Source: an optimization exercise on an open RTL-to-GDS flow (aim: small area, a short achievable clock period and few clock cycles per item). Production flows keep margins and buffers that such runs may drop. Where RTL was checked, it was by simulation tests only, not by an equivalence proof against the original.

## GCD_full
module GCD_full
(
input [31:0] x_i,
input [31:0] y_i,
input calculate_new,
input clk,
input rstn,
output [31:0] data_o,
output data_ready_reg
);
Size in the first run: ~890 cells after synthesis, ~100 I/O pins, about 7900 um^2 of cells after synthesis.
==> module GCD_full, before the edit <==
module GCD_full
(
input [31:0] x_i,
input [31:0] y_i,
input calculate_new,
input clk,
input rstn,
output [31:0] data_o,
output data_ready_reg
);
localparam W = 33;
reg         busy;     
reg         fin;      
reg         shl;      
reg  [4:0]  k;        
reg  [W-1:0] a, b;
reg  [31:0] res;
reg         use_b;    
reg         inv;      
wire ao  = a[0];
wire bo  = b[0];
wire run = ~fin & ~shl;
wire m_sub  = run & ao & bo;
wire m_both = run & ~ao & ~bo;
wire [W-1:0] bx = (b & {W{use_b}}) ^ {W{inv}};
wire [W:0]   rc = {a, 1'b1} + {bx, inv};
wire [W-1:0] r  = rc[W:1];
wire rz = &(a[W-1:1] ^ bx[W-1:1]);
wire [1:0] t = m_both ? 2'd0 : r[1] ? 2'd0 : r[2] ? 2'd1 : r[3] ? 2'd2 : 2'd3;
wire [W-1:0] r1 = {r[W-1], r[W-1:1]};
wire [W+2:0] rx = {{3{r[W-1]}}, r1} >> t;
wire [W-1:0] rs = rx[W-1:0];
wire kz    = (k == 5'd0);
wire k31   = (k == 5'd31);
wire done  = busy & ~run & kz;
wire step  = busy & run;
wire start = ~busy & calculate_new;
wire fin_n = step & ((m_sub & rz) | (m_both & k31));
wire shl_n = busy & ~kz & (fin | shl);
reg [W-1:0] a_n, b_n;
always @(*) begin
    if (start)                  a_n = {1'b0, x_i};
    else if (busy & ~run & ~kz) a_n = {r[W-2:0], 1'b0};
    else if (step & ~(ao & ~bo)) a_n = rs;
    else                        a_n = a;
    if (start)                  b_n = {1'b0, y_i};
    else if (step & ~bo)        b_n = {b[W-1], b[W-1:1]};
    else if ((m_sub & (r[W-1] ^ a[W-1])) | (busy & fin)) b_n = a;
    else                        b_n = b;
end
assign data_ready_reg = done;
assign data_o = res;
always @(posedge clk or negedge rstn) begin
    if (!rstn) begin
        busy <= 1'b0;
        fin  <= 1'b0;
        shl  <= 1'b0;
    end else begin
        if (start) busy <= 1'b1;
        else if (done) busy <= 1'b0;
        fin <= fin_n;
        shl <= shl_n;
    end
end
always @(posedge clk) begin
    a <= a_n;
    b <= b_n;
    use_b <= a_n[0] | fin_n;
    inv   <= fin_n ? b_n[W-1] : ~(a_n[W-1] ^ b_n[W-1]);
    if (start) k <= 5'd0;
    else if (busy & ~run & ~kz) k <= k - 5'd1;
    else if (m_both & ~k31 & busy) k <= k + 5'd1;
    if (done) res <= r[31:0];
end
endmodule
Settings: LEC_CHECK=0, CAP_MARGIN=20, CORE_MARGIN=2, CORE_UTILIZATION=45, SETUP_SLACK_MARGIN=0.2, SLEW_MARGIN=20; clock period 3.6 ns.
standard.sh (not shown) runs the stock make flow with config.mk's settings and CLKGATE_MAP_FILE= SYNTH_SCRIPT=/design/flow/synth_recipe.tcl, a recipe that flattens the netlist after the stock synthesis.
==> flow/flow/run.sh <==
#!/bin/bash
# The standard layout, with the port buffers made from the smallest
# plain buffer instead of the delay buffer buffer_ports picks by default,
# and ORFS's power recovery (downsizing gates off the critical paths) on.
set -euo pipefail
bash standard.sh "BUFFER_PORTS_ARGS=-buffer_cell sky130_fd_sc_hd__buf_1" RECOVER_POWER=100 finish > standard_flow.log 2>&1
Testbench counts at the start, summed over its fixed seeds: cycles 24,109, items 960.
Then changed:
--- a/flow/design.v
+++ b/flow/design.v
@@ -44,9 +44,9 @@
     else if (step & ~(ao & ~bo)) a_n = rs;
     else                        a_n = a;
     if (start)                  b_n = {1'b0, y_i};
     else if (step & ~bo)        b_n = {b[W-1], b[W-1:1]};
-    else if ((m_sub & (r[W-1] ^ a[W-1])) | (busy & fin)) b_n = a;
+    else if (m_sub & (r[W-1] ^ a[W-1])) b_n = a;
     else                        b_n = b;
 end
 assign data_ready_reg = done;
 assign data_o = res;
What happened:
- The new run finished with timing, DRC and antenna clean
- global-route usage grows by 0.61 points
- maximum frequency shrinks by 2.2%
- core utilization grows by 4.6 points
- area after synthesis grows by 0.71%
- critical path depth is unchanged
For the second run of this note, only the layout was checked, not whether the RTL still works.

========
== rev 12 ==
GCD_full, a different RTL version from the one above (not shown whole).
For scale: ~890 cells after synthesis, ~110 flip-flops, about 100 I/O pins.
==> module GCD_full, before the edit <==
module GCD_full
(
input [31:0] x_i,
input [31:0] y_i,
input calculate_new,
input clk,
input rstn,
output [31:0] data_o,
output data_ready_reg
);
localparam W = 33;
reg         busy;     
reg         fin;      
reg         shl;      
reg  [4:0]  k;        
reg  [W-1:0] a, b;
reg  [31:0] res;
reg         use_b;    
reg         inv;      
wire ao  = a[0];
wire bo  = b[0];
wire run = ~fin & ~shl;
wire m_sub  = run & ao & bo;
wire m_both = run & ~ao & ~bo;
wire [W-1:0] bx = (b & {W{use_b}}) ^ {W{inv}};
wire [W:0]   rc = {a, 1'b1} + {bx, inv};
wire [W-1:0] r  = rc[W:1];
wire rz = &(a[W-1:1] ^ bx[W-1:1]);
wire [1:0] t = m_both ? 2'd0 : r[1] ? 2'd0 : r[2] ? 2'd1 : r[3] ? 2'd2 : 2'd3;
wire [W-1:0] r1 = {r[W-1], r[W-1:1]};
wire [W-1:0] rs = $signed(r1) >>> t;
wire kz    = (k == 5'd0);
wire k31   = (k == 5'd31);
wire done  = busy & ~run & kz;
wire step  = busy & run;
wire start = ~busy & calculate_new;
wire fin_n = step & ((m_sub & rz) | (m_both & k31));
wire shl_n = busy & ~kz & (fin | shl);
reg [W-1:0] a_n, b_n;
always @(*) begin
    if (start)                  a_n = {1'b0, x_i};
    else if (busy & ~run & ~kz) a_n = {r[W-2:0], 1'b0};
    else if (step & ~(ao & ~bo)) a_n = rs;
    else                        a_n = a;
    if (start)                  b_n = {1'b0, y_i};
    else if (step & ~bo)        b_n = {b[W-1], b[W-1:1]};
    else if ((m_sub & (r[W-1] ^ a[W-1])) | (busy & fin)) b_n = a;
    else                        b_n = b;
end
assign data_ready_reg = done;
assign data_o = res;
always @(posedge clk or negedge rstn) begin
    if (!rstn) begin
        busy <= 1'b0;
        fin  <= 1'b0;
        shl  <= 1'b0;
    end else begin
        if (start) busy <= 1'b1;
        else if (done) busy <= 1'b0;
        fin <= fin_n;
        shl <= shl_n;
    end
end
always @(posedge clk) begin
    a <= a_n;
    b <= b_n;
    use_b <= a_n[0] | fin_n;
    inv   <= fin_n ? b_n[W-1] : ~(a_n[W-1] ^ b_n[W-1]);
    if (start) k <= 5'd0;
    else if (busy & ~run & ~kz) k <= k - 5'd1;
    else if (m_both & ~k31 & busy) k <= k + 5'd1;
    if (done) res <= r[31:0];
end
endmodule
Settings: LEC_CHECK=0, CAP_MARGIN=20, CORE_MARGIN=2, CORE_UTILIZATION=40, SLEW_MARGIN=20; clock period 3.6 ns.
run.sh (not shown) runs the stock make flow with config.mk's settings and CLKGATE_MAP_FILE= SYNTH_SCRIPT=/design/flow/synth_recipe.tcl, a recipe that flattens the netlist after the stock synthesis.
Stock flow here: none of the scripts above is used.
Changes in rev 13 relative to rev 12:
--- a/flow/design.v
+++ b/flow/design.v
@@ -28,7 +28,8 @@
 wire rz = &(a[W-1:1] ^ bx[W-1:1]);
 wire [1:0] t = m_both ? 2'd0 : r[1] ? 2'd0 : r[2] ? 2'd1 : r[3] ? 2'd2 : 2'd3;
 wire [W-1:0] r1 = {r[W-1], r[W-1:1]};
-wire [W-1:0] rs = $signed(r1) >>> t;
+wire [W+2:0] rx = {{3{r[W-1]}}, r1} >> t;
+wire [W-1:0] rs = rx[W-1:0];
 wire kz    = (k == 5'd0);
 wire k31   = (k == 5'd31);
 wire done  = busy & ~run & kz;
Notes after the runs:
- Reported for rev 13 and rev 12, sequential fraction of total cell area turned out identical to the last digit.
- Comparing rev 13 against rev 12, there is no change at all in final wirelength.
- Re total of plain and repair buffers excluding clock buffers: no difference whatsoever between rev 13 and rev 12.
- Diff rev 13..rev 12 | synthesized cell count | unchanged
- As far as pin count of the biggest net entering global routing goes, rev 12 and rev 13 are indistinguishable; the numbers are identical.
- Diff rev 13..rev 12 | count of nets left with antenna violations after detail routing | unchanged
Testbench counts of rev 13, summed over its fixed seeds: cycles 24,109, items 960.
No functional check of the RTL was part of rev 12.

========
before:
The RTL this note starts from:
==> flow/design.v <==
module GCD_full
(
input [31:0] x_i,
input [31:0] y_i,
input calculate_new,
input clk,
input rstn,
output [31:0] data_o,
output data_ready_reg
);
localparam W = 33;
reg         busy;     
reg         fin;      
reg         shl;      
reg  [4:0]  k;        
reg  [W-1:0] a, b;
reg  [31:0] res;
reg         use_b;    
reg         inv;      
wire ao  = a[0];
wire bo  = b[0];
wire run = ~fin & ~shl;
wire m_sub  = run & ao & bo;
wire m_both = run & ~ao & ~bo;
wire [W-1:0] bx = (b & {W{use_b}}) ^ {W{inv}};
wire [W-1:0] pg_p = a ^ bx;
wire [W-1:0] pg_g = a & bx;
wire [W-1:0] Gs [0:6];
wire [W-1:0] Ps [0:6];
assign Gs[0] = {pg_g[W-1:1], pg_g[0] | (pg_p[0] & inv)};
assign Ps[0] = pg_p;
genvar i, l;
generate
  for (l = 0; l < 6; l = l + 1) begin : lvl
    for (i = 0; i < W; i = i + 1) begin : bt
      if ((i >> l) & 1) begin : node
        assign Gs[l+1][i] = Gs[l][i] | (Ps[l][i] & Gs[l][((i >> l) << l) - 1]);
        assign Ps[l+1][i] = Ps[l][i] & Ps[l][((i >> l) << l) - 1];
      end else begin : pass
        assign Gs[l+1][i] = Gs[l][i];
        assign Ps[l+1][i] = Ps[l][i];
      end
    end
  end
endgenerate
wire [W-1:0] r = pg_p ^ {Gs[6][W-2:0], inv};
wire rz = &(a[W-1:1] ^ bx[W-1:1]);
wire [1:0] t = m_both ? 2'd0 : r[1] ? 2'd0 : r[2] ? 2'd1 : r[3] ? 2'd2 : 2'd3;
wire [W-1:0] r1 = {r[W-1], r[W-1:1]};
wire [W+2:0] rx = {{3{r[W-1]}}, r1} >> t;
wire [W-1:0] rs = rx[W-1:0];
wire kz    = (k == 5'd0);
wire k31   = (k == 5'd31);
wire done  = busy & ~run & kz;
wire step  = busy & run;
wire start = ~busy & calculate_new;
wire fin_n = step & ((m_sub & rz) | (m_both & k31));
wire shl_n = busy & ~kz & (fin | shl);
reg [W-1:0] a_n, b_n;
always @(*) begin
    if (start)                  a_n = {1'b0, x_i};
    else if (busy & ~run & ~kz) a_n = {r[W-2:0], 1'b0};
    else if (step & ~(ao & ~bo)) a_n = rs;
    else                        a_n = a;
    if (start)                  b_n = {1'b0, y_i};
    else if (step & ~bo)        b_n = {b[W-1], b[W-1:1]};
    else if ((m_sub & (r[W-1] ^ a[W-1])) | (busy & fin)) b_n = a;
    else                        b_n = b;
end
assign data_ready_reg = done;
assign data_o = res;
always @(posedge clk or negedge rstn) begin
    if (!rstn) begin
        busy <= 1'b0;
        fin  <= 1'b0;
        shl  <= 1'b0;
    end else begin
        if (start) busy <= 1'b1;
        else if (done) busy <= 1'b0;
        fin <= fin_n;
        shl <= shl_n;
    end
end
always @(posedge clk) begin
    a <= a_n;
    b <= b_n;
    use_b <= a_n[0] | fin_n;
    inv   <= fin_n ? b_n[W-1] : ~(a_n[W-1] ^ b_n[W-1]);
    if (start) k <= 5'd0;
    else if (busy & ~run & ~kz) k <= k - 5'd1;
    else if (m_both & ~k31 & busy) k <= k + 5'd1;
    if (done) res <= r[31:0];
end
endmodule
==> flow/config.mk <==
export PLATFORM = sky130hd
export DESIGN_NAME = GCD_full
export DESIGN_NICKNAME = GCD_full
export VERILOG_FILES = /design/flow/design.v
export SDC_FILE = /design/flow/constraint.sdc
export NUM_CORES = 4
export LEC_CHECK = 0
export CAP_MARGIN = 20
export CORE_MARGIN = 2
export CORE_UTILIZATION = 40
export SLEW_MARGIN = 20
==> flow/constraint.sdc <==
create_clock -name core_clock -period 3.6 [get_ports {clk}]
set_input_delay 0.7200 -clock core_clock [delete_from_list [all_inputs] [get_ports {clk}]]
set_output_delay 0.7200 -clock core_clock [all_outputs]
set_load 0.01 [all_outputs]
Complete run, failing final checks: before, reason setup timing.
What after does differently from before at the input level:
--- a/flow/design.v
+++ b/flow/design.v
@@ -22,32 +22,14 @@
 wire run = ~fin & ~shl;
 wire m_sub  = run & ao & bo;
 wire m_both = run & ~ao & ~bo;
-wire [W-1:0] bx = (b & {W{use_b}}) ^ {W{inv}};
-wire [W-1:0] pg_p = a ^ bx;
-wire [W-1:0] pg_g = a & bx;
-wire [W-1:0] Gs [0:6];
-wire [W-1:0] Ps [0:6];
-assign Gs[0] = {pg_g[W-1:1], pg_g[0] | (pg_p[0] & inv)};
-assign Ps[0] = pg_p;
-genvar i, l;
-generate
-  for (l = 0; l < 6; l = l + 1) begin : lvl
-    for (i = 0; i < W; i = i + 1) begin : bt
-      if ((i >> l) & 1) begin : node
-        assign Gs[l+1][i] = Gs[l][i] | (Ps[l][i] & Gs[l][((i >> l) << l) - 1]);
-        assign Ps[l+1][i] = Ps[l][i] & Ps[l][((i >> l) << l) - 1];
-      end else begin : pass
-        assign Gs[l+1][i] = Gs[l][i];
-        assign Ps[l+1][i] = Ps[l][i];
-      end
-    end
-  end
-endgenerate
-wire [W-1:0] r = pg_p ^ {Gs[6][W-2:0], inv};
+wire [W-1:0] bx = b ^ {W{inv}};
+wire [W:0]   rc = {a, 1'b1} + {bx, inv};
+wire [W-1:0] r  = rc[W:1];
 wire rz = &(a[W-1:1] ^ bx[W-1:1]);
-wire [1:0] t = m_both ? 2'd0 : r[1] ? 2'd0 : r[2] ? 2'd1 : r[3] ? 2'd2 : 2'd3;
-wire [W-1:0] r1 = {r[W-1], r[W-1:1]};
-wire [W+2:0] rx = {{3{r[W-1]}}, r1} >> t;
+wire [W-1:0] q  = use_b ? r : a;
+wire [1:0] t = m_both ? 2'd0 : q[1] ? 2'd0 : q[2] ? 2'd1 : q[3] ? 2'd2 : 2'd3;
+wire [W-1:0] r1 = {q[W-1], q[W-1:1]};
+wire [W+2:0] rx = {{3{q[W-1]}}, r1} >> t;
 wire [W-1:0] rs = rx[W-1:0];
 wire kz    = (k == 5'd0);
 wire k31   = (k == 5'd31);
==> run notes <==
- Share of the core filled with cells: lower on before
- before has a higher number of signal-net inverters in the final layout than after.
- Ran to the end and failed final checks on setup timing: after.
- Between after and before, the final critical-path share of the clock period is higher for after.
- after vs before — routed wire length on met2 climbed by more than 10%
- Smallest hold slack was lower in the run labelled after.
- Launch point of the worst path = inv: after; launch point of the worst path = use_b: before
- Cmp after vs before: sequential cell area fraction in the yosys report lower in after
- First-pass GRT wire length, after and before: smaller value in before
- Per the comparison of after with before, setup TNS saw a decrease; clock skew saw a decrease; average cell area after synthesis saw a decrease.
No functional check of the RTL was part of any run of this note.

-- port drivers added, routing unchanged --
The results above use ideal ports. As a check the final layouts listed here were re-extracted and re-timed, cells and wires unchanged. Step 1 assumes that a clkbuf_16 drives the clock port and a buf_2 every other input. Step 2, shift: input delay + t, output delay - t, t = (earliest + latest rising clock arrival at the registers) / 2. This alone moves slack from input paths to output paths. Slacks: no drivers / after step 1 / after step 2; pairs: no drivers / after step 1.
run | shift t [ns] | setup slack, ns | hold WS [ns]
the first run of note 1 | 0.403 | 0.156 / 0.156 / 0.156 | 0.154 / 0.134 / 0.537
the second run of note 1 | 0.397 | 0.077 / 0.077 / 0.077 | 0.160 / 0.139 / 0.536
rev 12 | 0.405 | 0.121 / 0.121 / 0.121 | 0.543 / 0.525 / 0.548
rev 13 | 0.405 | 0.121 / 0.121 / 0.121 | 0.543 / 0.525 / 0.548
before | 0.419 | -0.096 / -0.096 / -0.096 | 0.526 / 0.503 / 0.553
after | 0.410 | -0.161 / -0.161 / -0.161 | 0.521 / 0.502 / 0.552
